This is an optimization exercise on Yosys and OpenROAD, whose aim is small area, not a production implementation.
No run shown here included a check of the RTL's function; only the layout flow was run.
No activity file was given, so power comes from the tool's default toggle rates.

===== flow/design.v =====
module fa(input a, input b, input c, output s, output co);
	assign s = a ^ b ^ c;
	assign co = (a & b) | (a & c) | (b & c);
endmodule
module ha(input a, input b, output s, output co);
	assign s = a ^ b;
	assign co = a & b;
endmodule
module xo(input a, input b, input r, output o);
	assign o = ~(~(a ^ b) | r);
endmodule
module hac(input a, input b, output s, output co);
	assign s = ~(a ^ b);
	assign co = a | b;
endmodule
module dotc(input rst, input [7:0] x1, input [7:0] y1, input [7:0] x2, input [7:0] y2, output [16:0] o);
	wire [16:0] t;
	wire n2 = ~(x1[0] & y1[0]) | ~(x2[0] & y2[0]);
	fa un3 (.a(~(x1[0] & y1[1])), .b(~(x1[1] & y1[0])), .c(~(x2[0] & y2[1])), .s(n3), .co(n4));
	fa un5 (.a(~(x2[1] & y2[0])), .b(n2), .c(n3), .s(n5), .co(n6));
	fa un7 (.a(~(x1[0] & y1[2])), .b(~(x1[1] & y1[1])), .c(~(x1[2] & y1[0])), .s(n7), .co(n8));
	fa un9 (.a(~(x2[0] & y2[2])), .b(~(x2[1] & y2[1])), .c(~(x2[2] & y2[0])), .s(n9), .co(n10));
	fa un11 (.a(n4), .b(n7), .c(n9), .s(n11), .co(n12));
	wire n14 = n6 | n11;
	fa un15 (.a(~(x1[0] & y1[3])), .b(~(x1[1] & y1[2])), .c(~(x1[2] & y1[1])), .s(n15), .co(n16));
	fa un17 (.a(~(x1[3] & y1[0])), .b(~(x2[0] & y2[3])), .c(~(x2[1] & y2[2])), .s(n17), .co(n18));
	fa un19 (.a(~(x2[2] & y2[1])), .b(~(x2[3] & y2[0])), .c(n10), .s(n19), .co(n20));
	fa un21 (.a(n8), .b(n15), .c(n17), .s(n21), .co(n22));
	fa un23 (.a(n19), .b(n12), .c(n21), .s(n23), .co(n24));
	wire n26 = n14 | n23;
	fa un27 (.a(~(x1[0] & y1[4])), .b(~(x1[1] & y1[3])), .c(~(x1[2] & y1[2])), .s(n27), .co(n28));
	fa un29 (.a(~(x1[3] & y1[1])), .b(~(x1[4] & y1[0])), .c(~(x2[0] & y2[4])), .s(n29), .co(n30));
	fa un31 (.a(~(x2[1] & y2[3])), .b(~(x2[2] & y2[2])), .c(~(x2[3] & y2[1])), .s(n31), .co(n32));
	fa un33 (.a(~(x2[4] & y2[0])), .b(n16), .c(n18), .s(n33), .co(n34));
	fa un35 (.a(n27), .b(n29), .c(n31), .s(n35), .co(n36));
	fa un37 (.a(n20), .b(n22), .c(n33), .s(n37), .co(n38));
	fa un39 (.a(n35), .b(n24), .c(n37), .s(n39), .co(n40));
	wire n42 = n26 | n39;
	fa un43 (.a(~(x1[0] & y1[5])), .b(~(x1[1] & y1[4])), .c(~(x1[2] & y1[3])), .s(n43), .co(n44));
	fa un45 (.a(~(x1[3] & y1[2])), .b(~(x1[4] & y1[1])), .c(~(x1[5] & y1[0])), .s(n45), .co(n46));
	fa un47 (.a(~(x2[0] & y2[5])), .b(~(x2[1] & y2[4])), .c(~(x2[2] & y2[3])), .s(n47), .co(n48));
	fa un49 (.a(~(x2[3] & y2[2])), .b(~(x2[4] & y2[1])), .c(~(x2[5] & y2[0])), .s(n49), .co(n50));
	fa un51 (.a(n28), .b(n30), .c(n32), .s(n51), .co(n52));
	fa un53 (.a(n43), .b(n45), .c(n47), .s(n53), .co(n54));
	fa un55 (.a(n49), .b(n34), .c(n36), .s(n55), .co(n56));
	fa un57 (.a(n51), .b(n53), .c(n38), .s(n57), .co(n58));
	fa un59 (.a(n55), .b(n40), .c(n57), .s(n59), .co(n60));
	wire n62 = n42 | n59;
	fa un63 (.a(~(x1[0] & y1[6])), .b(~(x1[1] & y1[5])), .c(~(x1[2] & y1[4])), .s(n63), .co(n64));
	fa un65 (.a(~(x1[3] & y1[3])), .b(~(x1[4] & y1[2])), .c(~(x1[5] & y1[1])), .s(n65), .co(n66));
	fa un67 (.a(~(x1[6] & y1[0])), .b(~(x2[0] & y2[6])), .c(~(x2[1] & y2[5])), .s(n67), .co(n68));
	fa un69 (.a(~(x2[2] & y2[4])), .b(~(x2[3] & y2[3])), .c(~(x2[4] & y2[2])), .s(n69), .co(n70));
	fa un71 (.a(~(x2[5] & y2[1])), .b(~(x2[6] & y2[0])), .c(n44), .s(n71), .co(n72));
	fa un73 (.a(n46), .b(n48), .c(n50), .s(n73), .co(n74));
	fa un75 (.a(n63), .b(n65), .c(n67), .s(n75), .co(n76));
	fa un77 (.a(n69), .b(n52), .c(n71), .s(n77), .co(n78));
	fa un79 (.a(n54), .b(n73), .c(n75), .s(n79), .co(n80));
	fa un81 (.a(n56), .b(n77), .c(n79), .s(n81), .co(n82));
	fa un83 (.a(n58), .b(n81), .c(n60), .s(n83), .co(n84));
	wire n86 = n62 | n83;
	fa un87 (.a(~(x1[0] & y1[7])), .b(~(x1[1] & y1[6])), .c(~(x1[2] & y1[5])), .s(n87), .co(n88));
	fa un89 (.a(~(x1[3] & y1[4])), .b(~(x1[4] & y1[3])), .c(~(x1[5] & y1[2])), .s(n89), .co(n90));
	fa un91 (.a(~(x1[6] & y1[1])), .b(~(x1[7] & y1[0])), .c(~(x2[0] & y2[7])), .s(n91), .co(n92));
	fa un93 (.a(~(x2[1] & y2[6])), .b(~(x2[2] & y2[5])), .c(~(x2[3] & y2[4])), .s(n93), .co(n94));
	fa un95 (.a(~(x2[4] & y2[3])), .b(~(x2[5] & y2[2])), .c(~(x2[6] & y2[1])), .s(n95), .co(n96));
	fa un97 (.a(~(x2[7] & y2[0])), .b(n64), .c(n66), .s(n97), .co(n98));
	fa un99 (.a(n68), .b(n70), .c(n87), .s(n99), .co(n100));
	fa un101 (.a(n89), .b(n91), .c(n93), .s(n101), .co(n102));
	fa un103 (.a(n95), .b(n72), .c(n74), .s(n103), .co(n104));
	fa un105 (.a(n76), .b(n97), .c(n99), .s(n105), .co(n106));
	fa un107 (.a(n101), .b(n78), .c(n103), .s(n107), .co(n108));
	fa un109 (.a(n80), .b(n105), .c(n107), .s(n109), .co(n110));
	fa un111 (.a(n82), .b(n109), .c(n84), .s(n111), .co(n112));
	wire n114 = n86 | n111;
	fa un115 (.a(~(x1[1] & y1[7])), .b(~(x1[2] & y1[6])), .c(~(x1[3] & y1[5])), .s(n115), .co(n116));
	fa un117 (.a(~(x1[4] & y1[4])), .b(~(x1[5] & y1[3])), .c(~(x1[6] & y1[2])), .s(n117), .co(n118));
	fa un119 (.a(~(x1[7] & y1[1])), .b(~(x2[1] & y2[7])), .c(~(x2[2] & y2[6])), .s(n119), .co(n120));
	fa un121 (.a(~(x2[3] & y2[5])), .b(~(x2[4] & y2[4])), .c(~(x2[5] & y2[3])), .s(n121), .co(n122));
	fa un123 (.a(~(x2[6] & y2[2])), .b(~(x2[7] & y2[1])), .c(n88), .s(n123), .co(n124));
	fa un125 (.a(n90), .b(n92), .c(n94), .s(n125), .co(n126));
	fa un127 (.a(n96), .b(n115), .c(n117), .s(n127), .co(n128));
	fa un129 (.a(n119), .b(n121), .c(n98), .s(n129), .co(n130));
	fa un131 (.a(n100), .b(n123), .c(n102), .s(n131), .co(n132));
	fa un133 (.a(n125), .b(n127), .c(n104), .s(n133), .co(n134));
	fa un135 (.a(n129), .b(n106), .c(n131), .s(n135), .co(n136));
	fa un137 (.a(n133), .b(n108), .c(n135), .s(n137), .co(n138));
	fa un139 (.a(n110), .b(n137), .c(n112), .s(n139), .co(n140));
	fa un141 (.a(~(x1[2] & y1[7])), .b(~(x1[3] & y1[6])), .c(~(x1[4] & y1[5])), .s(n141), .co(n142));
	fa un143 (.a(~(x1[5] & y1[4])), .b(~(x1[6] & y1[3])), .c(~(x1[7] & y1[2])), .s(n143), .co(n144));
	fa un145 (.a(~(x2[2] & y2[7])), .b(~(x2[3] & y2[6])), .c(~(x2[4] & y2[5])), .s(n145), .co(n146));
	fa un147 (.a(~(x2[5] & y2[4])), .b(~(x2[6] & y2[3])), .c(~(x2[7] & y2[2])), .s(n147), .co(n148));
	fa un149 (.a(n116), .b(n118), .c(n120), .s(n149), .co(n150));
	fa un151 (.a(n122), .b(n141), .c(n143), .s(n151), .co(n152));
	fa un153 (.a(n145), .b(n147), .c(n124), .s(n153), .co(n154));
	fa un155 (.a(n126), .b(n128), .c(n149), .s(n155), .co(n156));
	fa un157 (.a(n151), .b(n130), .c(n153), .s(n157), .co(n158));
	fa un159 (.a(n132), .b(n155), .c(n134), .s(n159), .co(n160));
	fa un161 (.a(n157), .b(n136), .c(n159), .s(n161), .co(n162));
	fa un163 (.a(n138), .b(n161), .c(n140), .s(n163), .co(n164));
	fa un165 (.a(~(x1[3] & y1[7])), .b(~(x1[4] & y1[6])), .c(~(x1[5] & y1[5])), .s(n165), .co(n166));
	fa un167 (.a(~(x1[6] & y1[4])), .b(~(x1[7] & y1[3])), .c(~(x2[3] & y2[7])), .s(n167), .co(n168));
	fa un169 (.a(~(x2[4] & y2[6])), .b(~(x2[5] & y2[5])), .c(~(x2[6] & y2[4])), .s(n169), .co(n170));
	fa un171 (.a(~(x2[7] & y2[3])), .b(n142), .c(n144), .s(n171), .co(n172));
	fa un173 (.a(n146), .b(n148), .c(n165), .s(n173), .co(n174));
	fa un175 (.a(n167), .b(n169), .c(n150), .s(n175), .co(n176));
	fa un177 (.a(n152), .b(n171), .c(n173), .s(n177), .co(n178));
	fa un179 (.a(n154), .b(n175), .c(n156), .s(n179), .co(n180));
	fa un181 (.a(n177), .b(n158), .c(n179), .s(n181), .co(n182));
	fa un183 (.a(n160), .b(n181), .c(n162), .s(n183), .co(n184));
	fa un185 (.a(~(x1[4] & y1[7])), .b(~(x1[5] & y1[6])), .c(~(x1[6] & y1[5])), .s(n185), .co(n186));
	fa un187 (.a(~(x1[7] & y1[4])), .b(~(x2[4] & y2[7])), .c(~(x2[5] & y2[6])), .s(n187), .co(n188));
	fa un189 (.a(~(x2[6] & y2[5])), .b(~(x2[7] & y2[4])), .c(n166), .s(n189), .co(n190));
	fa un191 (.a(n168), .b(n170), .c(n185), .s(n191), .co(n192));
	fa un193 (.a(n187), .b(n172), .c(n174), .s(n193), .co(n194));
	fa un195 (.a(n189), .b(n191), .c(n176), .s(n195), .co(n196));
	fa un197 (.a(n178), .b(n193), .c(n195), .s(n197), .co(n198));
	fa un199 (.a(n180), .b(n197), .c(n182), .s(n199), .co(n200));
	fa un201 (.a(~(x1[5] & y1[7])), .b(~(x1[6] & y1[6])), .c(~(x1[7] & y1[5])), .s(n201), .co(n202));
	fa un203 (.a(~(x2[5] & y2[7])), .b(~(x2[6] & y2[6])), .c(~(x2[7] & y2[5])), .s(n203), .co(n204));
	fa un205 (.a(n186), .b(n188), .c(n201), .s(n205), .co(n206));
	fa un207 (.a(n203), .b(n190), .c(n192), .s(n207), .co(n208));
	fa un209 (.a(n205), .b(n194), .c(n207), .s(n209), .co(n210));
	fa un211 (.a(n196), .b(n209), .c(n198), .s(n211), .co(n212));
	fa un213 (.a(~(x1[6] & y1[7])), .b(~(x1[7] & y1[6])), .c(~(x2[6] & y2[7])), .s(n213), .co(n214));
	fa un215 (.a(~(x2[7] & y2[6])), .b(n202), .c(n204), .s(n215), .co(n216));
	fa un217 (.a(n213), .b(n206), .c(n215), .s(n217), .co(n218));
	fa un219 (.a(n208), .b(n217), .c(n210), .s(n219), .co(n220));
	fa un221 (.a(~(x1[7] & y1[7])), .b(~(x2[7] & y2[7])), .c(n214), .s(n221), .co(n222));
	fa un223 (.a(n216), .b(n221), .c(n218), .s(n223), .co(n224));
	xo ux0 (.a(~(x1[0] & y1[0])), .b(~(x2[0] & y2[0])), .r(rst), .o(o[0]));
	assign t[0] = 1'b0;
	assign t[1] = n5;
	xo ux2 (.a(n6), .b(n11), .r(rst), .o(o[2]));
	assign t[2] = 1'b0;
	xo ux3 (.a(n14), .b(n23), .r(rst), .o(o[3]));
	assign t[3] = 1'b0;
	xo ux4 (.a(n26), .b(n39), .r(rst), .o(o[4]));
	assign t[4] = 1'b0;
	xo ux5 (.a(n42), .b(n59), .r(rst), .o(o[5]));
	assign t[5] = 1'b0;
	xo ux6 (.a(n62), .b(n83), .r(rst), .o(o[6]));
	assign t[6] = 1'b0;
	xo ux7 (.a(n86), .b(n111), .r(rst), .o(o[7]));
	assign t[7] = 1'b0;
	assign o[1] = ~(t[1] | rst);
	assign o[8] = ~(t[8] | rst);
	assign o[9] = ~(t[9] | rst);
	assign o[10] = ~(t[10] | rst);
	assign o[11] = ~(t[11] | rst);
	assign o[12] = ~(t[12] | rst);
	assign o[13] = ~(t[13] | rst);
	assign o[14] = ~(t[14] | rst);
	assign o[15] = ~(t[15] | rst);
	assign o[16] = ~(t[16] | rst);
	wire [8:0] x = {1'b1, n222, n223, n219, n211, n199, n183, n163, n139};
	wire [8:0] y = {1'b1, n224, n220, n212, n200, n184, n164, 1'b1, 1'b1};
	wire ci = n114;
	wire [8:0] s;
	assign t[16:8] = s;
	wire [9:0] g, p;
	wire [8:0] hp;
	assign g[0] = ci;
	assign p[0] = 1'b0;
	assign hp[0] = ~x[0];
	assign g[1] = x[0];
	assign hp[1] = ~x[1];
	assign g[2] = x[1];
	ha ug2 (.a(x[2]), .b(y[2]), .s(hp[2]), .co(g[3]));
	ha ug3 (.a(x[3]), .b(y[3]), .s(hp[3]), .co(g[4]));
	ha ug4 (.a(x[4]), .b(y[4]), .s(hp[4]), .co(g[5]));
	ha ug5 (.a(x[5]), .b(y[5]), .s(hp[5]), .co(g[6]));
	ha ug6 (.a(x[6]), .b(y[6]), .s(hp[6]), .co(g[7]));
	ha ug7 (.a(x[7]), .b(y[7]), .s(hp[7]), .co(g[8]));
	assign hp[8] = 1'b0;
	assign g[9] = 1'b1;
	assign p[9:1] = hp;
	wire G1 = g[1] | (p[1] & g[0]);
	wire P1 = p[1] & p[0];
	wire G2 = g[3] | (p[3] & g[2]);
	wire P2 = p[3] & p[2];
	wire G3 = g[5] | (p[5] & g[4]);
	wire P3 = p[5] & p[4];
	wire G4 = g[7] | (p[7] & g[6]);
	wire P4 = p[7] & p[6];
	wire G5 = g[9] | (p[9] & g[8]);
	wire P5 = p[9] & p[8];
	wire G6 = G2 | (P2 & G1);
	wire P6 = P2 & P1;
	wire G7 = G4 | (P4 & G3);
	wire P7 = P4 & P3;
	wire G8 = G7 | (P7 & G6);
	wire P8 = P7 & P6;
	wire G9 = G3 | (P3 & G6);
	wire P9 = P3 & P6;
	wire G10 = G5 | (P5 & G8);
	wire P10 = P5 & P8;
	wire G11 = g[2] | (p[2] & G1);
	wire P11 = p[2] & P1;
	wire G12 = g[4] | (p[4] & G6);
	wire P12 = p[4] & P6;
	wire G13 = g[6] | (p[6] & G9);
	wire P13 = p[6] & P9;
	wire G14 = g[8] | (p[8] & G8);
	wire P14 = p[8] & P8;
	assign s[0] = hp[0] ^ g[0];
	assign s[1] = hp[1] ^ G1;
	assign s[2] = hp[2] ^ G11;
	assign s[3] = hp[3] ^ G6;
	assign s[4] = hp[4] ^ G12;
	assign s[5] = hp[5] ^ G9;
	assign s[6] = hp[6] ^ G13;
	assign s[7] = hp[7] ^ G8;
	assign s[8] = hp[8] ^ G14;
endmodule
module p_1d(
	input clk, input rst,
	input [0:7] a_11, input [0:7] b_11,
	input [0:7] a_12, input [0:7] b_12,
	input [0:7] a_21, input [0:7] b_21,
	input [0:7] a_22, input [0:7] b_22,
	output [0:16] c_11,
	output [0:16] c_12,
	output [0:16] c_21,
	output [0:16] c_22
	);
	wire [16:0] t_11, t_12, t_21, t_22;
	reg [0:16] r_11, r_12, r_21, r_22;
	assign c_11 = r_11;
	assign c_12 = r_12;
	assign c_21 = r_21;
	assign c_22 = r_22;
	dotc d_11 (rst, a_11, b_11, a_12, b_21, t_11);
	dotc d_12 (rst, a_11, b_12, a_12, b_22, t_12);
	dotc d_21 (rst, a_21, b_11, a_22, b_21, t_21);
	dotc d_22 (rst, a_21, b_12, a_22, b_22, t_22);
	always @(posedge clk) begin
		r_11 <= t_11;
		r_12 <= t_12;
		r_21 <= t_21;
		r_22 <= t_22;
	end
endmodule

===== flow/flow/run.sh =====
#!/bin/bash
# Own layout flow: the standard flow (standard.sh, unchanged synthesis)
# with smaller port buffers, a leaner clock tree (no dummy loads), the ABC
# buffers left to the resizer, and the delay cells kept out of the resizer's
# choices. The make output goes to flow_standard.log; ORFS keeps each step's
# own log under orfs/logs/.
set -euo pipefail
# appended to the platform's own DONT_USE_CELLS list by its config.mk
export DONT_USE_CELLS="sky130_fd_sc_hd__clkdlybuf4s15_1 sky130_fd_sc_hd__clkdlybuf4s15_2 sky130_fd_sc_hd__clkdlybuf4s18_1 sky130_fd_sc_hd__clkdlybuf4s18_2 sky130_fd_sc_hd__clkdlybuf4s25_1 sky130_fd_sc_hd__clkdlybuf4s25_2 sky130_fd_sc_hd__clkdlybuf4s50_1 sky130_fd_sc_hd__clkdlybuf4s50_2 sky130_fd_sc_hd__dlygate4sd1_1 sky130_fd_sc_hd__dlygate4sd2_1 sky130_fd_sc_hd__dlygate4sd3_1 sky130_fd_sc_hd__dlymetal6s2s_1 sky130_fd_sc_hd__dlymetal6s4s_1 sky130_fd_sc_hd__dlymetal6s6s_1"
bash standard.sh \
  "BUFFER_PORTS_ARGS=-buffer_cell sky130_fd_sc_hd__buf_1" \
  "CTS_ARGS=-sink_clustering_enable -repair_clock_nets -sink_clustering_size 30 -sink_clustering_max_diameter 100 -buf_list {sky130_fd_sc_hd__clkbuf_4 sky130_fd_sc_hd__clkbuf_8} -dont_use_dummy_load" \
  REMOVE_ABC_BUFFERS=1 \
  finish > flow_standard.log 2>&1

===== flow/standard.sh =====
#!/bin/bash
# synth_recipe.tcl (not shown) runs the flow's synth.tcl, then flattens the netlist and writes it again
# the make line also repeats each setting of config.mk as NAME=value (left out here)
make -C /OpenROAD-flow-scripts/flow DESIGN_CONFIG=/design/flow/config.mk WORK_HOME=/design/flow/orfs CLKGATE_MAP_FILE= SYNTH_SCRIPT=/design/flow/synth_recipe.tcl "${@:-finish}"

===== flow/config.mk =====
export PLATFORM = sky130hd
export DESIGN_NAME = p_1d
export DESIGN_NICKNAME = p_1d
export VERILOG_FILES = /design/flow/design.v
export SDC_FILE = /design/flow/constraint.sdc
export NUM_CORES = 4
export LEC_CHECK = 0
export CAP_MARGIN = 0
export CORE_MARGIN = 2
export CORE_UTILIZATION = 70
export CTS_BUF_LIST = sky130_fd_sc_hd__clkbuf_4 sky130_fd_sc_hd__clkbuf_8
export CTS_CLUSTER_DIAMETER = 100
export CTS_CLUSTER_SIZE = 30
export GPL_TIMING_DRIVEN = 0
export SLEW_MARGIN = 0
export SYNTH_HIERARCHICAL = 1

===== flow/constraint.sdc =====
create_clock -name core_clock -period 7.0 [get_ports {clk}]
set_input_delay 1.4000 -clock core_clock [delete_from_list [all_inputs] [get_ports {clk}]]
set_output_delay 1.4000 -clock core_clock [all_outputs]
set_load 0.01 [all_outputs]

==> summary.txt, run 1 <==
- Setup WS post-layout: 252.8 ps
- Die width: approximately 140 um
- Synthesized area per cell: 10.15 um^2
- Critical path required time: 7290 ps
- Final setup vio count: 0
- Synth top area cells: fa_1, nand2_1, dfxtp_1
- Max Root-Sink Buffers: 2
- Filler instances: between 1000 and 1500
- LEAKAGE: 5.209 nW
- Number of H-tree levels: 3
- Hold Buf Count CTS: 0
- Final worst path period need: 6747 ps
- Num CTS Buffers: 9
- RSZ-0062 raised after global routing: true
- Crit end category: register
- N_diodes: 0
- CTS tree: built
- Place WS: -820.8 ps
- VDD IR max: 588.2 uV
- Max Slew Vio Count: 0
- Vias per inst: 6.041
- Ports: ~130
- Total of max-cap violations: 0
- Register bit count reported by yosys: around 70
- Final Cycle Share: 0.9639
- Setup_tns: 0 ps
- Largest net degree at the start of global routing: 41
- Clock transition at path regs: 80 ps
- Worst-path fanout max: 16
- Total track usage: 0.3546
- Hold slack: 1417 ps
- Nets: 1911
- First-pass GRT wire length: 55.60 mm
- Routability congestion estimate: 0.8896
- TritonRoute pass-1 iters: 8
- Max-Slew Margin vs Limit: 0.2545
- P&R area growth vs syn: 5.371%
- # port buffers: 133
- Distinct cells, synth: 23
- Vias in the first global route: approximately 11000
- DR iter-0 viols: 722
- Dpl cells: 1635
- Seq/Total Area, Yosys: 0.09805
- Antenna violations before repair: 0
- Power density cells: approximately 430 nW/um^2
- DIE AREA: 20980 um^2
- Hpwl dp: 23.68 mm
- Mapped Cells: 1368
- HP Class: in2reg
- Slew @ Worst Pin: 1118 ps
- Die Height: 144.8 um
- Non-Filler Instances: 1644
- Share of layout cells above drive strength 1: 0.06599
- DR WL/cell: between 20 and 25 um
- Yosys synthesis warning count: 217
- WS Path Type: in2reg
- Placed cell area: 14240 um^2
- Largest area contributor in the netlist: fa_1
- CTS Sinks: 68
- Initial core utilization: 0.7133
- Root Driver: clkbuf_8
- DRC: 0
- Fmax: between 100 and 150 MHz
- Core area: 19460 um^2
- Status: finished clean
- Routed Antenna Nets: 0
- Row count: between 50 and 60
- Fin area: between 10000 and 15000 um^2
- Mapped Area: 13880 um^2
- Via Count: 9931
- CP Launch Type: input pin
- Final hold vios: 0
- Synth top area share: 0.6056
- Final wirelength: approximately 33 mm
- Grt ovf: 0
- CP arrival: 7040 ps
[worst max-delay path: stages]
cell	delay, ps
clkdlybuf4s15_2	500
nand2_1	140
fa_1	410
fa_1	480
fa_1	550
fa_1	440
fa_1	420
fa_1	390
fa_1	410
fa_1	390
ha_1	330
o211a_1	230
o21ai_0	130
nand2_1	100
ha_1	200
or3_1	360
a21oi_1	140
[cell usage in the layout (no fill, tap or decap)]
cell	count
clkbuf_4	1
clkbuf_8	9
or3_4	4
o211a_1	4
buf_1	74
buf_4	4
xnor2_1	32
nor2b_1	8
o21ai_0	15
dfxtp_1	68
a31oi_1	4
or2_2	8
buf_6	23
fa_1	420
buf_12	1
or3_2	4
nand2_1	516
clkbuf_2	7
inv_1	8
buf_8	2
buf_2	19
a21oi_1	12
nand2b_1	4
nor2_1	52
ha_1	44
nand4_1	4
or3_1	12
clkdlybuf4s15_1	2
or4_4	4
o21ai_1	1
a21o_1	4
nor2_2	4
clkdlybuf4s15_2	1
nor3_1	4
[path summary, 6_finish.rpt]
kind | start | endpoint | slack, ps | cells past startpoint
worst max-delay path | a_22[2] | r_21[2] | 250 | 17
worst min-delay path | b_11[7] | r_11[16] | 1420 | 4
[metal layers]
metal	GRT usage	up-vias	routed length, um
met5	0	-	0
met4	0.1037	0	861
met3	0.07996	62	4039
met2	0.5367	679	15000
met1	0.5275	5058	13150
li1	-	4132	-
[layout make-up]
| class | count | area, um^2 | area share |
|---|---|---|---|
| Clock buffer | 9 | 123.9 | 0.008467 |
| Inverter | 8 | 30.03 | 0.002053 |
| Multi-Input combinational cell | 1160 | 12000 | 0.8200 |
| Sequential cell | 68 | 1361 | 0.09306 |
| Tap cell | 265 | 331.6 | 0.02267 |
| Timing Repair Buffer | 134 | 785.8 | 0.05371 |
[sequential cells by signal, indices dropped and copies added (netlist names)]
name and cells:
r_11 17, r_22 17, r_12 17, r_21 17
[power by group]
group	total [mW]	switching [mW]	leakage, nW	internal [mW]
registers	0.613	0.0333	0.566	0.580
logic	5.47	2.86	4.58	2.61
clock network	0.269	0.154	0.0647	0.115
total	6.36	3.05	5.21	3.30
[per-module statistics from Yosys (local to each module, per instance)]
module  flops+latches  cells inside
xo                  0             2
fa                  0             1
ha                  0             1
p_1d               68            68
dotc                0           200
[synthesized netlist by cell type (all sizes together)]
| cell | instances |
|---|---|
| nand2b | 4 |
| nand2 | 516 |
| ha | 44 |
| inv | 8 |
| nor2 | 56 |
| or3 | 20 |
| dfxtp | 68 |
| a31oi | 4 |
| a21o | 4 |
| nor3 | 4 |
| or4 | 4 |
| xnor2 | 32 |
| o21ai | 16 |
| fa | 420 |
| nand4 | 4 |
| clkbuf | 132 |
| nor2b | 8 |
| a21oi | 12 |
| or2 | 8 |
| o211a | 4 |
[what timing repair did]
item	CTS	global route
gates resized for setup	135	153
endpoints found under the setup margin	20	15
cloned	0	0
buffers inserted	0	0
[cell families (layout without fill, tap and decap cells)]
| kind of cell | after synthesis | in the layout | share of synthesized area |
|---|---|---|---|
| buf+inv | 140 | 151 | 0.03785 |
| xor+xnor | 32 | 32 | 0.02019 |
| flops | 68 | 68 | 0.09805 |
| simple gates | 624 | 624 | 0.1817 |
| fa+ha+maj | 464 | 464 | 0.6453 |
| compound gates | 40 | 40 | 0.01694 |
[through the flow]
step | power (mW) | util
global placement | 5.895 | 0.7306
floorplan | 4.828 | -
CTS | 6.379 | 0.7513
finish | 6.355 | 0.7517
global route | 7.321 | 0.7517
detailed placement | 6.059 | 0.7317
==> inputs of run 2 (changes only) <==
--- a/flow/flow/run.sh
+++ b/flow/flow/run.sh
@@ -10,5 +10,5 @@
 bash standard.sh \
   "BUFFER_PORTS_ARGS=-buffer_cell sky130_fd_sc_hd__buf_1" \
   "CTS_ARGS=-sink_clustering_enable -repair_clock_nets -sink_clustering_size 30 -sink_clustering_max_diameter 100 -buf_list {sky130_fd_sc_hd__clkbuf_4 sky130_fd_sc_hd__clkbuf_8} -dont_use_dummy_load" \
-  REMOVE_ABC_BUFFERS=1 \
+  REMOVE_ABC_BUFFERS=1 MATCH_CELL_FOOTPRINT=0 \
   finish > flow_standard.log 2>&1
==> summary.txt, run 2 <==
- LEAKAGE: approximately 5.2 nW
- Antenna violations before repair: 0
- Internal: 3.360 mW
- CP arrival: 7070 ps
- Num CTS Buffers: 9
- First-pass GRT wire length: 55.06 mm
- Synth top area cells: fa_1, nand2_1, dfxtp_1
- Hold EP: r_11[16]
- Final Cycle Share: 0.9687
- Routed Antenna Nets: 0
- Largest area contributor in the netlist: fa_1
- CTS tree: built
- Max incr delay on CP: 570 ps
- VDD IR max: 572.8 uV
- WS Path Type: in2reg
- Row count: slightly above 50
- Synth top cells by count: nand2_1, fa_1, clkbuf_1
- Mapped Area: 13880 um^2
- DR WL/cell: between 20 and 25 um
- Max Root-Sink Buffers: 2
- Hold Crit Start: a_11[7]
- DRC: 0
- Psw: 3.061 mW
- Slew @ Worst Pin: 1082 ps
- Fmax: 147.5 MHz
- CP Launch Type: input pin
- Total of max-cap violations: 0
- Die Height: 144.8 um
- Vias in the first global route: 10690
- Final wirelength: 32.96 mm
- Clock transition at path regs: around 80 ps
- Cells on Worst Hold Path: 4
- Final hold vios: 0
- Crit end category: register
- Power density cells: 438.7 nW/um^2
- Placed cell area: ~14000 um^2
- Most common cell after layout, fill and taps aside: nand2_1
- Sequential power share: 0.095
- Hpwl dp: 23.71 mm
- HP Class: in2reg
- Share of layout cells above drive strength 1: 0.06672
- Filler instances: about 1400
- Nets: 1911
- # port buffers: approximately 130
- Initial core utilization: 0.7133
- Ports: 134
- Distinct cells, synth: 23
- Max-Slew Margin vs Limit: 0.2784
- Seq/Total Area, Yosys: 0.09805
- Synthesized area per cell: 10.15 um^2
- Status: finished clean
- Grt ovf: 0
- Top FF cell, synth: dfxtp_1
- Register bit count reported by yosys: 68
- N_diodes: 0
- Mapped Cells: 1368
- Gate power share: 0.864
- TritonRoute pass-1 iters: 5
- Largest net degree at the start of global routing: 41
- Die width: 144.8 um
- Sw frac: 0.4767
- Vias per inst: 6.032
- Fin area: 14640 um^2
- Clock power frac: 0.041
- Post-synth EDFFs: 0
- DIE AREA: between 20000 and 25000 um^2
- Number of H-tree levels: 3
- Setup WS post-layout: between 200 and 250 ps
- Crit path cell chain: clkbuf_2, nand2_1, fa_1, fa_1, fa_1, fa_1, fa_1, fa_1, fa_1, fa_1, ha_1, o211a_1, o21ai_0, nand2_1, ha_1, or3_1, a21oi_1
- Most common cell on crit path: fa_1
- CTS Sinks: 68
- Yosys synthesis warning count: between 200 and 250
- Root Driver: clkbuf_8
- P&R area growth vs syn: 5.425%
- Total track usage: 0.3515
- Most frequent cells in the layout: nand2_1, fa_1, buf_1
- Final setup vio count: 0
- DR iter-0 viols: 740
- Synth top area share: 0.6056
- Count leader, synth: nand2_1
- Cell at the slowest stage of the critical path: fa_1
- Core area: 19460 um^2
- Place WS: -801.0 ps
- Critical path required time: 7290 ps
- Routability congestion estimate: 0.8896
- Via Count: 9917
- Synth async-reset ratio: 0
- Final worst path period need: 6781 ps
- Max Slew Vio Count: 0
- Worst-path fanout max: 16
[run 2: cell counts after synthesis]
Identical to the previous run, type by type.
[run 2: logic make-up after synthesis]
kind of cell / share of synthesized area
compound gates: 0.01694
xor+xnor: 0.02019
fa+ha+maj: 0.6453
buf+inv: 0.03785
flops: 0.09805
simple gates: 0.1817
[run 2: per-module statistics from Yosys, one instance, submodules excluded]
module | cells inside | flops+latches
dotc | 200 | 0
fa | 1 | 0
xo | 2 | 0
ha | 1 | 0
p_1d | 68 | 68
[run 2: layout make-up]
cell class,instances,area [um^2],share of cell area
clock buffer,9,123.9,0.008463
sequential,68,1361,0.09301
multi-input combinational,1160,12010,0.8205
tap,265,331.6,0.02265
timing repair buffer,134,780.7,0.05334
inverter,8,30.03,0.002052
[run 2: power by group through the flow]
| stage | logic [mW] | registers (mW) | clock network, mW |
|---|---|---|---|
| after floorplan | 4.13 | 0.694 | 0 |
| after global placement | 5.27 | 0.622 | 0 |
| after detailed placement | 5.44 | 0.620 | 0 |
| after CTS | 5.48 | 0.613 | 0.274 |
| after global routing | 6.47 | 0.627 | 0.280 |
| final | 5.55 | 0.613 | 0.262 |
[run 2: critical path: cells and delay by family]
family	cells	cell delay, ps
buf+inv	1	380
fa+ha+maj	10	4160
simple gates	3	620
compound gates	3	520
[run 2: metrics by stage]
| step | instances | util | power (mW) | TNS, ps | hold slack, ps |
|---|---|---|---|---|---|
| floorplan | 1236 | - | 4.828 | 0 | 1469 |
| CTS | 1644 | 0.7425 | 6.365 | 0 | 1606 |
| global placement | 1634 | 0.7306 | 5.895 | -10820 | 1785 |
| detailed placement | 1635 | 0.7317 | 6.056 | -11180 | 1784 |
| finish | 1644 | 0.7520 | 6.421 | 0 | 1408 |
| global route | 1644 | 0.7520 | 7.373 | -6.780 | 1440 |
[run 2: repair_timing]
action | in CTS | in global routing
hold buffers | 0 | 0
buffers inserted | 0 | 0
gates resized for setup | 101 | 134
setup endpoints to repair | 19 | 9
cloned | 0 | 0
[run 2: worst max path at each step]
| stage | start | end | slack [ps] |
|---|---|---|---|
| final | b_11[1] | r_21[2] | 220 |
| after global routing | a_21[5] | r_21[2] | -7 |
| after CTS | a_12[7] | r_12[2] | 1 |
| after detailed placement | b_22[5] | r_12[2] | -800 |
| after global placement | a_21[7] | r_21[2] | -720 |
| after floorplan | a_11[7] | r_11[2] | 420 |
[run 2: routing by layer]
layer  global-route usage  share of wire  routed length (um)
met5                    0              0                   0
met2               0.5305           0.46               15070
met1               0.5231           0.40               13190
met4              0.09658          0.022                 714
met3              0.08490           0.12                3983
==> inputs of run 3 (changes only) <==
--- a/flow/flow/run.sh
+++ b/flow/flow/run.sh
@@ -9,6 +9,6 @@
 export DONT_USE_CELLS="sky130_fd_sc_hd__clkdlybuf4s15_1 sky130_fd_sc_hd__clkdlybuf4s15_2 sky130_fd_sc_hd__clkdlybuf4s18_1 sky130_fd_sc_hd__clkdlybuf4s18_2 sky130_fd_sc_hd__clkdlybuf4s25_1 sky130_fd_sc_hd__clkdlybuf4s25_2 sky130_fd_sc_hd__clkdlybuf4s50_1 sky130_fd_sc_hd__clkdlybuf4s50_2 sky130_fd_sc_hd__dlygate4sd1_1 sky130_fd_sc_hd__dlygate4sd2_1 sky130_fd_sc_hd__dlygate4sd3_1 sky130_fd_sc_hd__dlymetal6s2s_1 sky130_fd_sc_hd__dlymetal6s4s_1 sky130_fd_sc_hd__dlymetal6s6s_1"
 bash standard.sh \
   "BUFFER_PORTS_ARGS=-buffer_cell sky130_fd_sc_hd__buf_1" \
-  "CTS_ARGS=-sink_clustering_enable -repair_clock_nets -sink_clustering_size 30 -sink_clustering_max_diameter 100 -buf_list {sky130_fd_sc_hd__clkbuf_4 sky130_fd_sc_hd__clkbuf_8} -dont_use_dummy_load" \
+  "CTS_ARGS=-sink_clustering_enable -repair_clock_nets -sink_clustering_size 30 -sink_clustering_max_diameter 100 -root_buf sky130_fd_sc_hd__clkbuf_8 -tree_buf sky130_fd_sc_hd__clkbuf_4 -buf_list {sky130_fd_sc_hd__clkbuf_4} -dont_use_dummy_load" \
   REMOVE_ABC_BUFFERS=1 MATCH_CELL_FOOTPRINT=0 \
   finish > flow_standard.log 2>&1
==> summary.txt, run 3 <==
- Grt ovf: 0
- Synth async-reset ratio: 0
- Die Height: 144.8 um
- Power density cells: ~440 nW/um^2
- Critical path required time: 7290 ps
- Max Root-Sink Buffers: 2
- Hpwl dp: 23.71 mm
- Max Slew Vio Count: 0
- Via Count: about 10000
- Max-Slew Margin vs Limit: 0.2784
- Total of max-cap violations: 0
- Synth top cells by count: nand2_1, fa_1, clkbuf_1
- Slew @ Worst Pin: 1082 ps
- Final Core Density: 0.7520
- Routability congestion estimate: just under 0.9
- Fin area: roughly 15000 um^2
- DR iter-0 viols: 740
- Yosys synthesis warning count: around 220
- Share of layout cells above drive strength 1: 0.06672
- Root Driver: clkbuf_8
- CP Launch Type: input pin
- CTS Sinks: 68
- Most common cell after layout, fill and taps aside: nand2_1
- Most frequent cells in the layout: nand2_1, fa_1, buf_1
- Post-Synth XOR/XNOR Area: 0.02019
- Top FF cell, synth: dfxtp_1
- Area share of fa/ha/maj cells after synthesis: 0.6453
- Register bit count reported by yosys: 68
- Compound-gate portion of the synthesized area: 0.01694
- Num CTS Buffers: 9
- Fmax: 147.5 MHz
- Seq/Total Area, Yosys: 0.09805
- Crit end category: register
- Die width: roughly 140 um
- Initial core utilization: 0.7133
- # port buffers: 133
- Post-Synth Simple-Gate Area: 0.1817
- Total track usage: 0.3515
- Final Cycle Share: 0.9687
- CP arrival: 7070 ps
- Vias per inst: a little over 6
- TritonRoute pass-1 iters: 5
- HP Class: in2reg
- Worst-path fanout max: 16
- Mapped Area: 13880 um^2
- DIE AREA: 20980 um^2
- Synth top area cells: fa_1, nand2_1, dfxtp_1
- Synthesized area per cell: 10.15 um^2
- Distinct cells, synth: 23
- DRC: 0
- Mapped Cells: between 1000 and 1500
- Final wirelength: 32.96 mm
- Clock transition at path regs: 80 ps
- Largest net degree at the start of global routing: approximately 40
- Placed cell area: between 10000 and 15000 um^2
- Main combinational cell family by area after synthesis: adder cells
- Hold Buf Count CTS: 0
- Nets: 1911
- Status: finished clean
- Number of H-tree levels: 3
- Hold slack: around 1400 ps
- Setup Buffers After CTS: 0
- Core area: between 15000 and 20000 um^2
- VDD IR max: 572.8 uV
- Vias in the first global route: 10690
- Largest area contributor in the netlist: fa_1
- Ports: 134
- Post-synth EDFFs: 0
- N_diodes: 0
- Filler instances: 1407
- Place WS: -801.0 ps
- Count leader, synth: nand2_1
- Synth top area share: 0.6056
- Mux share of post-synthesis cell area: 0
- First-pass GRT wire length: 55.06 mm
- P&R area growth vs syn: 5.425%
- Setup WS post-layout: ~220 ps
- Cells on Worst Hold Path: 4
- Setup_tns: 0 ps
- Setup crit start: b_11[1]
- Final hold vios: 0
- Final worst path period need: 6781 ps
- Routed Antenna Nets: 0
- Antenna violations before repair: 0
- LEAKAGE: 5.211 nW
- DR WL/cell: 20.05 um
- CTS tree: built
- Final setup vio count: 0
- Row count: about 50
- Hold Crit Start: a_11[7]
- WS Path Type: in2reg
## run 3: cell counts in the layout (fill, tap and decap cells not counted)
Identical to the previous run, type by type.
## run 3: path summary, 6_finish.rpt
check / endpoint
setup / recovery: r_21[2]
hold / removal: r_11[16]
## run 3: cells by family after synthesis
| logic type | Yosys count |
|---|---|
| buffers and inverters | 140 |
| adder cells (fa/ha/maj) | 464 |
| flip-flops | 68 |
| AO/OA/AOI/OAI | 40 |
| AND/OR/NAND/NOR | 624 |
| XOR/XNOR | 32 |
## run 3: final cells by class
type / count / area, um^2 / area share
multi-input combinational: 1160 / 12010 / 0.8205
sequential: 68 / 1361 / 0.09301
timing repair buffer: 134 / 780.7 / 0.05334
tap: 265 / 331.6 / 0.02265
clock buffer: 9 / 123.9 / 0.008463
inverter: 8 / 30.03 / 0.002052
## run 3: metal layers
metal,track usage,wire (um),vias up
met2,0.5305,15070,642
li1,-,-,4126
met5,0,0,-
met1,0.5231,13190,5095
met3,0.08490,3983,54
met4,0.09658,714,0
## run 3: report_power, final
part	internal [mW]	total, mW	switching, mW
registers	0.580	0.613	0.0328
logic	2.67	5.55	2.88
clock network	0.115	0.262	0.147
## run 3: stage by stage
stage | power, mW | std cells
2_1_floorplan | 4.828 | 1236
3_3_place_gp | 5.895 | 1634
3_5_place_dp | 6.056 | 1635
4_1_cts | 6.365 | 1644
5_1_grt | 7.373 | 1644
6_report | 6.421 | 1644
## run 3: worst max-delay path, stage by stage
cell	delay, ps
clkbuf_2	380
nand2_1	160
fa_1	530
fa_1	570
fa_1	440
fa_1	470
fa_1	420
fa_1	390
fa_1	410
fa_1	390
ha_1	330
o211a_1	230
o21ai_0	140
nand2_1	100
ha_1	210
or3_1	360
a21oi_1	150
## run 3: modules after synthesis, one instance, submodules excluded
module | cells | times used | flip-flops and latches
fa | 1 | 420 | 0
xo | 2 | 28 | 0
dotc | 200 | 4 | 0
ha | 1 | 24 | 0
p_1d | 68 | 1 | 68
## run 3: timing repair
item | 4_1_cts | 5_1_grt
setup endpoints to repair | 19 | 9
pin swaps | 0 | 0
resized for setup | 101 | 134
==> inputs of run 4 (changes only) <==
--- a/flow/design.v
+++ b/flow/design.v
@@ -2,32 +2,26 @@
 	assign s = a ^ b ^ c;
 	assign co = (a & b) | (a & c) | (b & c);
 endmodule
-module ha(input a, input b, output s, output co);
-	assign s = a ^ b;
-	assign co = a & b;
-endmodule
-module xo(input a, input b, input r, output o);
-	assign o = ~(~(a ^ b) | r);
-endmodule
 module hac(input a, input b, output s, output co);
 	assign s = ~(a ^ b);
 	assign co = a | b;
 endmodule
 module dotc(input rst, input [7:0] x1, input [7:0] y1, input [7:0] x2, input [7:0] y2, output [16:0] o);
 	wire [16:0] t;
-	wire n2 = ~(x1[0] & y1[0]) | ~(x2[0] & y2[0]);
+	assign o = ~(t | {17{rst}});
+	fa un1 (.a(~(x1[0] & y1[0])), .b(~(x2[0] & y2[0])), .c(1'b1), .s(n1), .co(n2));
 	fa un3 (.a(~(x1[0] & y1[1])), .b(~(x1[1] & y1[0])), .c(~(x2[0] & y2[1])), .s(n3), .co(n4));
 	fa un5 (.a(~(x2[1] & y2[0])), .b(n2), .c(n3), .s(n5), .co(n6));
 	fa un7 (.a(~(x1[0] & y1[2])), .b(~(x1[1] & y1[1])), .c(~(x1[2] & y1[0])), .s(n7), .co(n8));
 	fa un9 (.a(~(x2[0] & y2[2])), .b(~(x2[1] & y2[1])), .c(~(x2[2] & y2[0])), .s(n9), .co(n10));
 	fa un11 (.a(n4), .b(n7), .c(n9), .s(n11), .co(n12));
-	wire n14 = n6 | n11;
+	fa un13 (.a(n6), .b(n11), .c(1'b1), .s(n13), .co(n14));
 	fa un15 (.a(~(x1[0] & y1[3])), .b(~(x1[1] & y1[2])), .c(~(x1[2] & y1[1])), .s(n15), .co(n16));
 	fa un17 (.a(~(x1[3] & y1[0])), .b(~(x2[0] & y2[3])), .c(~(x2[1] & y2[2])), .s(n17), .co(n18));
 	fa un19 (.a(~(x2[2] & y2[1])), .b(~(x2[3] & y2[0])), .c(n10), .s(n19), .co(n20));
 	fa un21 (.a(n8), .b(n15), .c(n17), .s(n21), .co(n22));
 	fa un23 (.a(n19), .b(n12), .c(n21), .s(n23), .co(n24));
-	wire n26 = n14 | n23;
+	fa un25 (.a(n14), .b(n23), .c(1'b1), .s(n25), .co(n26));
 	fa un27 (.a(~(x1[0] & y1[4])), .b(~(x1[1] & y1[3])), .c(~(x1[2] & y1[2])), .s(n27), .co(n28));
 	fa un29 (.a(~(x1[3] & y1[1])), .b(~(x1[4] & y1[0])), .c(~(x2[0] & y2[4])), .s(n29), .co(n30));
 	fa un31 (.a(~(x2[1] & y2[3])), .b(~(x2[2] & y2[2])), .c(~(x2[3] & y2[1])), .s(n31), .co(n32));
@@ -35,7 +29,7 @@
 	fa un35 (.a(n27), .b(n29), .c(n31), .s(n35), .co(n36));
 	fa un37 (.a(n20), .b(n22), .c(n33), .s(n37), .co(n38));
 	fa un39 (.a(n35), .b(n24), .c(n37), .s(n39), .co(n40));
-	wire n42 = n26 | n39;
+	fa un41 (.a(n26), .b(n39), .c(1'b1), .s(n41), .co(n42));
 	fa un43 (.a(~(x1[0] & y1[5])), .b(~(x1[1] & y1[4])), .c(~(x1[2] & y1[3])), .s(n43), .co(n44));
 	fa un45 (.a(~(x1[3] & y1[2])), .b(~(x1[4] & y1[1])), .c(~(x1[5] & y1[0])), .s(n45), .co(n46));
 	fa un47 (.a(~(x2[0] & y2[5])), .b(~(x2[1] & y2[4])), .c(~(x2[2] & y2[3])), .s(n47), .co(n48));
@@ -45,7 +39,7 @@
 	fa un55 (.a(n49), .b(n34), .c(n36), .s(n55), .co(n56));
 	fa un57 (.a(n51), .b(n53), .c(n38), .s(n57), .co(n58));
 	fa un59 (.a(n55), .b(n40), .c(n57), .s(n59), .co(n60));
-	wire n62 = n42 | n59;
+	fa un61 (.a(n42), .b(n59), .c(1'b1), .s(n61), .co(n62));
 	fa un63 (.a(~(x1[0] & y1[6])), .b(~(x1[1] & y1[5])), .c(~(x1[2] & y1[4])), .s(n63), .co(n64));
 	fa un65 (.a(~(x1[3] & y1[3])), .b(~(x1[4] & y1[2])), .c(~(x1[5] & y1[1])), .s(n65), .co(n66));
 	fa un67 (.a(~(x1[6] & y1[0])), .b(~(x2[0] & y2[6])), .c(~(x2[1] & y2[5])), .s(n67), .co(n68));
@@ -57,7 +51,7 @@
 	fa un79 (.a(n54), .b(n73), .c(n75), .s(n79), .co(n80));
 	fa un81 (.a(n56), .b(n77), .c(n79), .s(n81), .co(n82));
 	fa un83 (.a(n58), .b(n81), .c(n60), .s(n83), .co(n84));
-	wire n86 = n62 | n83;
+	fa un85 (.a(n62), .b(n83), .c(1'b1), .s(n85), .co(n86));
 	fa un87 (.a(~(x1[0] & y1[7])), .b(~(x1[1] & y1[6])), .c(~(x1[2] & y1[5])), .s(n87), .co(n88));
 	fa un89 (.a(~(x1[3] & y1[4])), .b(~(x1[4] & y1[3])), .c(~(x1[5] & y1[2])), .s(n89), .co(n90));
 	fa un91 (.a(~(x1[6] & y1[1])), .b(~(x1[7] & y1[0])), .c(~(x2[0] & y2[7])), .s(n91), .co(n92));
@@ -71,7 +65,7 @@
 	fa un107 (.a(n101), .b(n78), .c(n103), .s(n107), .co(n108));
 	fa un109 (.a(n80), .b(n105), .c(n107), .s(n109), .co(n110));
 	fa un111 (.a(n82), .b(n109), .c(n84), .s(n111), .co(n112));
-	wire n114 = n86 | n111;
+	fa un113 (.a(n86), .b(n111), .c(1'b1), .s(n113), .co(n114));
 	fa un115 (.a(~(x1[1] & y1[7])), .b(~(x1[2] & y1[6])), .c(~(x1[3] & y1[5])), .s(n115), .co(n116));
 	fa un117 (.a(~(x1[4] & y1[4])), .b(~(x1[5] & y1[3])), .c(~(x1[6] & y1[2])), .s(n117), .co(n118));
 	fa un119 (.a(~(x1[7] & y1[1])), .b(~(x2[1] & y2[7])), .c(~(x2[2] & y2[6])), .s(n119), .co(n120));
@@ -127,53 +121,22 @@
 	fa un219 (.a(n208), .b(n217), .c(n210), .s(n219), .co(n220));
 	fa un221 (.a(~(x1[7] & y1[7])), .b(~(x2[7] & y2[7])), .c(n214), .s(n221), .co(n222));
 	fa un223 (.a(n216), .b(n221), .c(n218), .s(n223), .co(n224));
-	xo ux0 (.a(~(x1[0] & y1[0])), .b(~(x2[0] & y2[0])), .r(rst), .o(o[0]));
-	assign t[0] = 1'b0;
+	assign t[0] = n1;
 	assign t[1] = n5;
-	xo ux2 (.a(n6), .b(n11), .r(rst), .o(o[2]));
-	assign t[2] = 1'b0;
-	xo ux3 (.a(n14), .b(n23), .r(rst), .o(o[3]));
-	assign t[3] = 1'b0;
-	xo ux4 (.a(n26), .b(n39), .r(rst), .o(o[4]));
-	assign t[4] = 1'b0;
-	xo ux5 (.a(n42), .b(n59), .r(rst), .o(o[5]));
-	assign t[5] = 1'b0;
-	xo ux6 (.a(n62), .b(n83), .r(rst), .o(o[6]));
-	assign t[6] = 1'b0;
-	xo ux7 (.a(n86), .b(n111), .r(rst), .o(o[7]));
-	assign t[7] = 1'b0;
-	assign o[1] = ~(t[1] | rst);
-	assign o[8] = ~(t[8] | rst);
-	assign o[9] = ~(t[9] | rst);
-	assign o[10] = ~(t[10] | rst);
-	assign o[11] = ~(t[11] | rst);
-	assign o[12] = ~(t[12] | rst);
-	assign o[13] = ~(t[13] | rst);
-	assign o[14] = ~(t[14] | rst);
-	assign o[15] = ~(t[15] | rst);
-	assign o[16] = ~(t[16] | rst);
+	assign t[2] = n13;
+	assign t[3] = n25;
+	assign t[4] = n41;
+	assign t[5] = n61;
+	assign t[6] = n85;
+	assign t[7] = n113;
 	wire [8:0] x = {1'b1, n222, n223, n219, n211, n199, n183, n163, n139};
 	wire [8:0] y = {1'b1, n224, n220, n212, n200, n184, n164, 1'b1, 1'b1};
 	wire ci = n114;
 	wire [8:0] s;
 	assign t[16:8] = s;
-	wire [9:0] g, p;
-	wire [8:0] hp;
-	assign g[0] = ci;
-	assign p[0] = 1'b0;
-	assign hp[0] = ~x[0];
-	assign g[1] = x[0];
-	assign hp[1] = ~x[1];
-	assign g[2] = x[1];
-	ha ug2 (.a(x[2]), .b(y[2]), .s(hp[2]), .co(g[3]));
-	ha ug3 (.a(x[3]), .b(y[3]), .s(hp[3]), .co(g[4]));
-	ha ug4 (.a(x[4]), .b(y[4]), .s(hp[4]), .co(g[5]));
-	ha ug5 (.a(x[5]), .b(y[5]), .s(hp[5]), .co(g[6]));
-	ha ug6 (.a(x[6]), .b(y[6]), .s(hp[6]), .co(g[7]));
-	ha ug7 (.a(x[7]), .b(y[7]), .s(hp[7]), .co(g[8]));
-	assign hp[8] = 1'b0;
-	assign g[9] = 1'b1;
-	assign p[9:1] = hp;
+	wire [9:0] g = {x & y, ci};
+	wire [9:0] p = {x ^ y, 1'b0};
+	wire [8:0] hp = x ^ y;
 	wire G1 = g[1] | (p[1] & g[0]);
 	wire P1 = p[1] & p[0];
 	wire G2 = g[3] | (p[3] & g[2]);
==> flow/flow/run.sh (replaced) <==
#!/bin/bash
# Own layout flow: the standard flow (standard.sh, unchanged synthesis)
# with smaller port buffers, a leaner clock tree (no dummy loads) and area
# recovery on paths with slack. The make output goes to flow_standard.log;
# ORFS keeps each step's own log under orfs/logs/.
set -euo pipefail
bash standard.sh \
  "BUFFER_PORTS_ARGS=-buffer_cell sky130_fd_sc_hd__buf_1" \
  "CTS_ARGS=-sink_clustering_enable -repair_clock_nets -sink_clustering_size 30 -sink_clustering_max_diameter 100 -buf_list {sky130_fd_sc_hd__clkbuf_4 sky130_fd_sc_hd__clkbuf_8} -dont_use_dummy_load" \
  RECOVER_POWER=100 REMOVE_ABC_BUFFERS=1 \
  finish > flow_standard.log 2>&1
--- a/flow/config.mk
+++ b/flow/config.mk
@@ -7,7 +7,7 @@
 export LEC_CHECK = 0
 export CAP_MARGIN = 0
 export CORE_MARGIN = 2
-export CORE_UTILIZATION = 70
+export CORE_UTILIZATION = 60
 export CTS_BUF_LIST = sky130_fd_sc_hd__clkbuf_4 sky130_fd_sc_hd__clkbuf_8
 export CTS_CLUSTER_DIAMETER = 100
 export CTS_CLUSTER_SIZE = 30
==> summary.txt, run 4 <==
- Setup_tns: 0 ps
- Filler instances: 1991
- Total power: 7.693 mW
- Seq/Total Area, Yosys: 0.09567
- Synth async-reset ratio: 0
- CTS Sinks: 68
- DIE AREA: 24960 um^2
- Row count: 56
- Most common cell on crit path: fa_1
- VDD IR max: 524.3 uV
- Mux share of post-synthesis cell area: 0
- CP arrival: 7070 ps
- Vias in the first global route: 10150
- Grt ovf: 0
- Vias per inst: 5.657
- Top FF cell, synth: dfxtp_1
- TritonRoute pass-1 iters: 5
- Main combinational cell family by area after synthesis: adder cells
- Power density cells: 509.8 nW/um^2
- First-pass GRT wire length: roughly 56 mm
- CTS tree: built
- Post-Synth Simple-Gate Area: 0.1646
- N_diodes: 0
- Max-Slew Margin vs Limit: 0.2646
- Synth top area share: 0.6472
- Routed Antenna Nets: 0
- Synthesized area per cell: 10.46 um^2
- DR WL/cell: 19.62 um
- Synth top area cells: fa_1, nand2_1, dfxtp_1
- Slew @ Worst Pin: 1103 ps
- Max Slew Vio Count: 0
- Largest net degree at the start of global routing: 42
- P&R area growth vs syn: 6.050%
- Setup Buffers After CTS: 0
- Synth top cells by count: nand2_1, fa_1, clkbuf_1
- Register bit count reported by yosys: 68
- Share of layout cells above drive strength 1: 0.05520
- DRC: 0
- Most common cell after layout, fill and taps aside: nand2_1
- Final setup vio count: 0
- Core area: ~23000 um^2
- Critical path required time: 7240 ps
- Routability congestion estimate: 0.8366
- Crit path cell chain: clkdlybuf4s15_2, nand2_1, fa_1, fa_1, fa_1, fa_1, fa_1, fa_1, fa_1, fa_1, ha_1, o211ai_2, o211ai_2, o211ai_1, fa_1, nor2b_1
- Yosys synthesis warning count: between 200 and 250
- Post-synth EDFFs: 0
- Root Driver: clkbuf_8
- Compound-gate portion of the synthesized area: 0.01407
- Count leader, synth: nand2_1
- Total track usage: 0.2998
- DR iter-0 viols: 710
- Max incr delay on CP: 590 ps
- Distinct cells, synth: 17
- Post-Synth XOR/XNOR Area: 0.007387
- Area share of fa/ha/maj cells after synthesis: 0.6718
- Die width: around 160 um
- Number of H-tree levels: 3
- WS Path Type: in2reg
- Hold slack: approximately 1500 ps
- Mapped Area: 14230 um^2
- Die Height: 158.0 um
- Initial core utilization: 0.6080
- LEAKAGE: 5.463 nW
- Hpwl dp: 24.46 mm
- Final worst path period need: 6828 ps
- Place WS: -802.2 ps
- Nets: 1951
- Via Count: 9696
- Status: finished clean
- RSZ-0062 raised after global routing: false
- Final wirelength: 33.63 mm
- Most frequent cells in the layout: nand2_1, fa_1, buf_1
- Final Cycle Share: 0.9755
- Ports: roughly 130
- Mapped Cells: 1360
- Final hold vios: 0
- # port buffers: 133
- Fmax: around 150 MHz
- HP Class: in2reg
- Largest area contributor in the netlist: fa_1
- Setup WS post-layout: 171.8 ps
- CP Launch Type: input pin
- Antenna violations before repair: 0
- Clock transition at path regs: 80 ps
- Total of max-cap violations: 0
- Num CTS Buffers: 9
- Cell at the slowest stage of the critical path: fa_1
- Cells on Worst Hold Path: 2
- Hold Buf Count CTS: 0
- Worst-path fanout max: 16
- Max Root-Sink Buffers: 2
- Crit end category: register
-- run 4: changes by cell type after synthesis, moves of 8 or more --
| cell | change |
|---|---|
| o211ai_2 | +8 |
| xnor2_1 | -20 |
| or2_2 | -8 |
| fa_1 | +40 |
| ha_1 | -16 |
| nor2b_1 | +16 |
| inv_1 | +28 |
| or3_1 | -8 |
| o21ai_0 | -16 |
-- run 4: worst paths after layout --
check / from / to / slack [ps]
max: b_12[1] / r_22[1] / 170
min: rst / r_21[11] / 1510
-- run 4: metal layers --
| metal | share of wire | global-route usage |
|---|---|---|
| met1 | 0.44 | 0.4647 |
| met2 | 0.45 | 0.4383 |
| met3 | 0.10 | 0.07857 |
| met4 | 0.015 | 0.05405 |
| met5 | 0 | 0 |
-- run 4: power breakdown --
group	switching, mW	total, mW	internal, mW	leakage [nW]
sequential	0.0290	0.640	0.611	0.566
combinational	3.57	6.78	3.21	4.83
clock	0.160	0.275	0.115	0.0647
-- run 4: cell families after synthesis --
group	count (synthesis)
adders and majority gates	488
buffers and inverters	168
xor gates and xnor gates	12
AOI/OAI and AO/OA	24
and+or+nand+nor	596
DFF	68
other	4
-- run 4: worst max-delay path: cells and delay by family --
| family | cells | cell delay [ps] |
|---|---|---|
| fa+ha+maj | 10 | 4420 |
| simple gates | 2 | 280 |
| buf+inv | 1 | 480 |
| compound gates | 3 | 480 |
-- run 4: per-module statistics from Yosys (local to each module, per instance) --
| module | cells inside | area (um^2) | flops+latches |
|---|---|---|---|
| p_1d | 68 | 1361 | 68 |
| dotc | 211 | 974.7 | 0 |
| fa | 1 | 20.02 | 0 |
-- run 4: area by class of cell --
type                       count  area (um^2)  share of cell area
sequential                    68         1361             0.09022
inverter                      36        135.1            0.008955
tap                          319        399.1             0.02645
clock buffer                   9        123.9            0.008209
timing repair buffer         134        758.2             0.05025
multi-input combinational   1148        12310              0.8159
-- run 4: timing repair --
action                                  CTS  global route
pin swaps                                 0             0
cloned                                    0             0
gates resized for setup                 117            70
endpoints found under the setup margin   24            16
-- run 4: metrics by stage --
step,util,cell area (um^2),std cells
2_1_floorplan,-,13810,1252
3_3_place_gp,0.6284,14710,1704
3_5_place_dp,0.6293,14730,1705
4_1_cts,0.6470,15140,1714
5_1_grt,0.6448,15090,1714
6_report,0.6448,15090,1714

[port drivers added, routing unchanged]
The results above use ideal ports. As a check the final layouts listed here were re-extracted and re-timed, cells and wires unchanged. Step 1 (the two cells are an assumption about what drives the block):
set clk [get_ports {clk}]
set_driving_cell -lib_cell sky130_fd_sc_hd__clkbuf_16 $clk
set_driving_cell -lib_cell sky130_fd_sc_hd__buf_2 [delete_from_list [all_inputs] $clk]
Step 2, shift: input delay + t, output delay - t, t = (earliest + latest rising clock arrival at the registers) / 2. This alone moves slack from input paths to output paths. Three values: ideal ports, drivers, drivers and shift; two values: the first two.
run	shift t [ns]	slack for setup (ns)	hold WS [ns]	worst setup path after step 2	slew at the worst register clock pin (ns)
run 1	0.402	0.253 / 0.257 / -0.145	1.417 / 1.409 / 1.798	input to register	0.08 / 0.08
run 2	0.405	0.219 / 0.234 / -0.171	1.408 / 1.404 / 1.800	input to register	0.08 / 0.08
run 3	0.405	0.219 / 0.234 / -0.171	1.408 / 1.404 / 1.800	input to register	0.08 / 0.08
run 4	0.411	0.172 / 0.176 / -0.236	1.509 / 1.485 / 1.796	input to register	0.09 / 0.09
With both steps, setup timing fails in every run listed, where it was met with ideal ports. The setup slack of run 4, which loses most, moves by +0.004 ns with the drivers and by -0.408 ns with both steps.
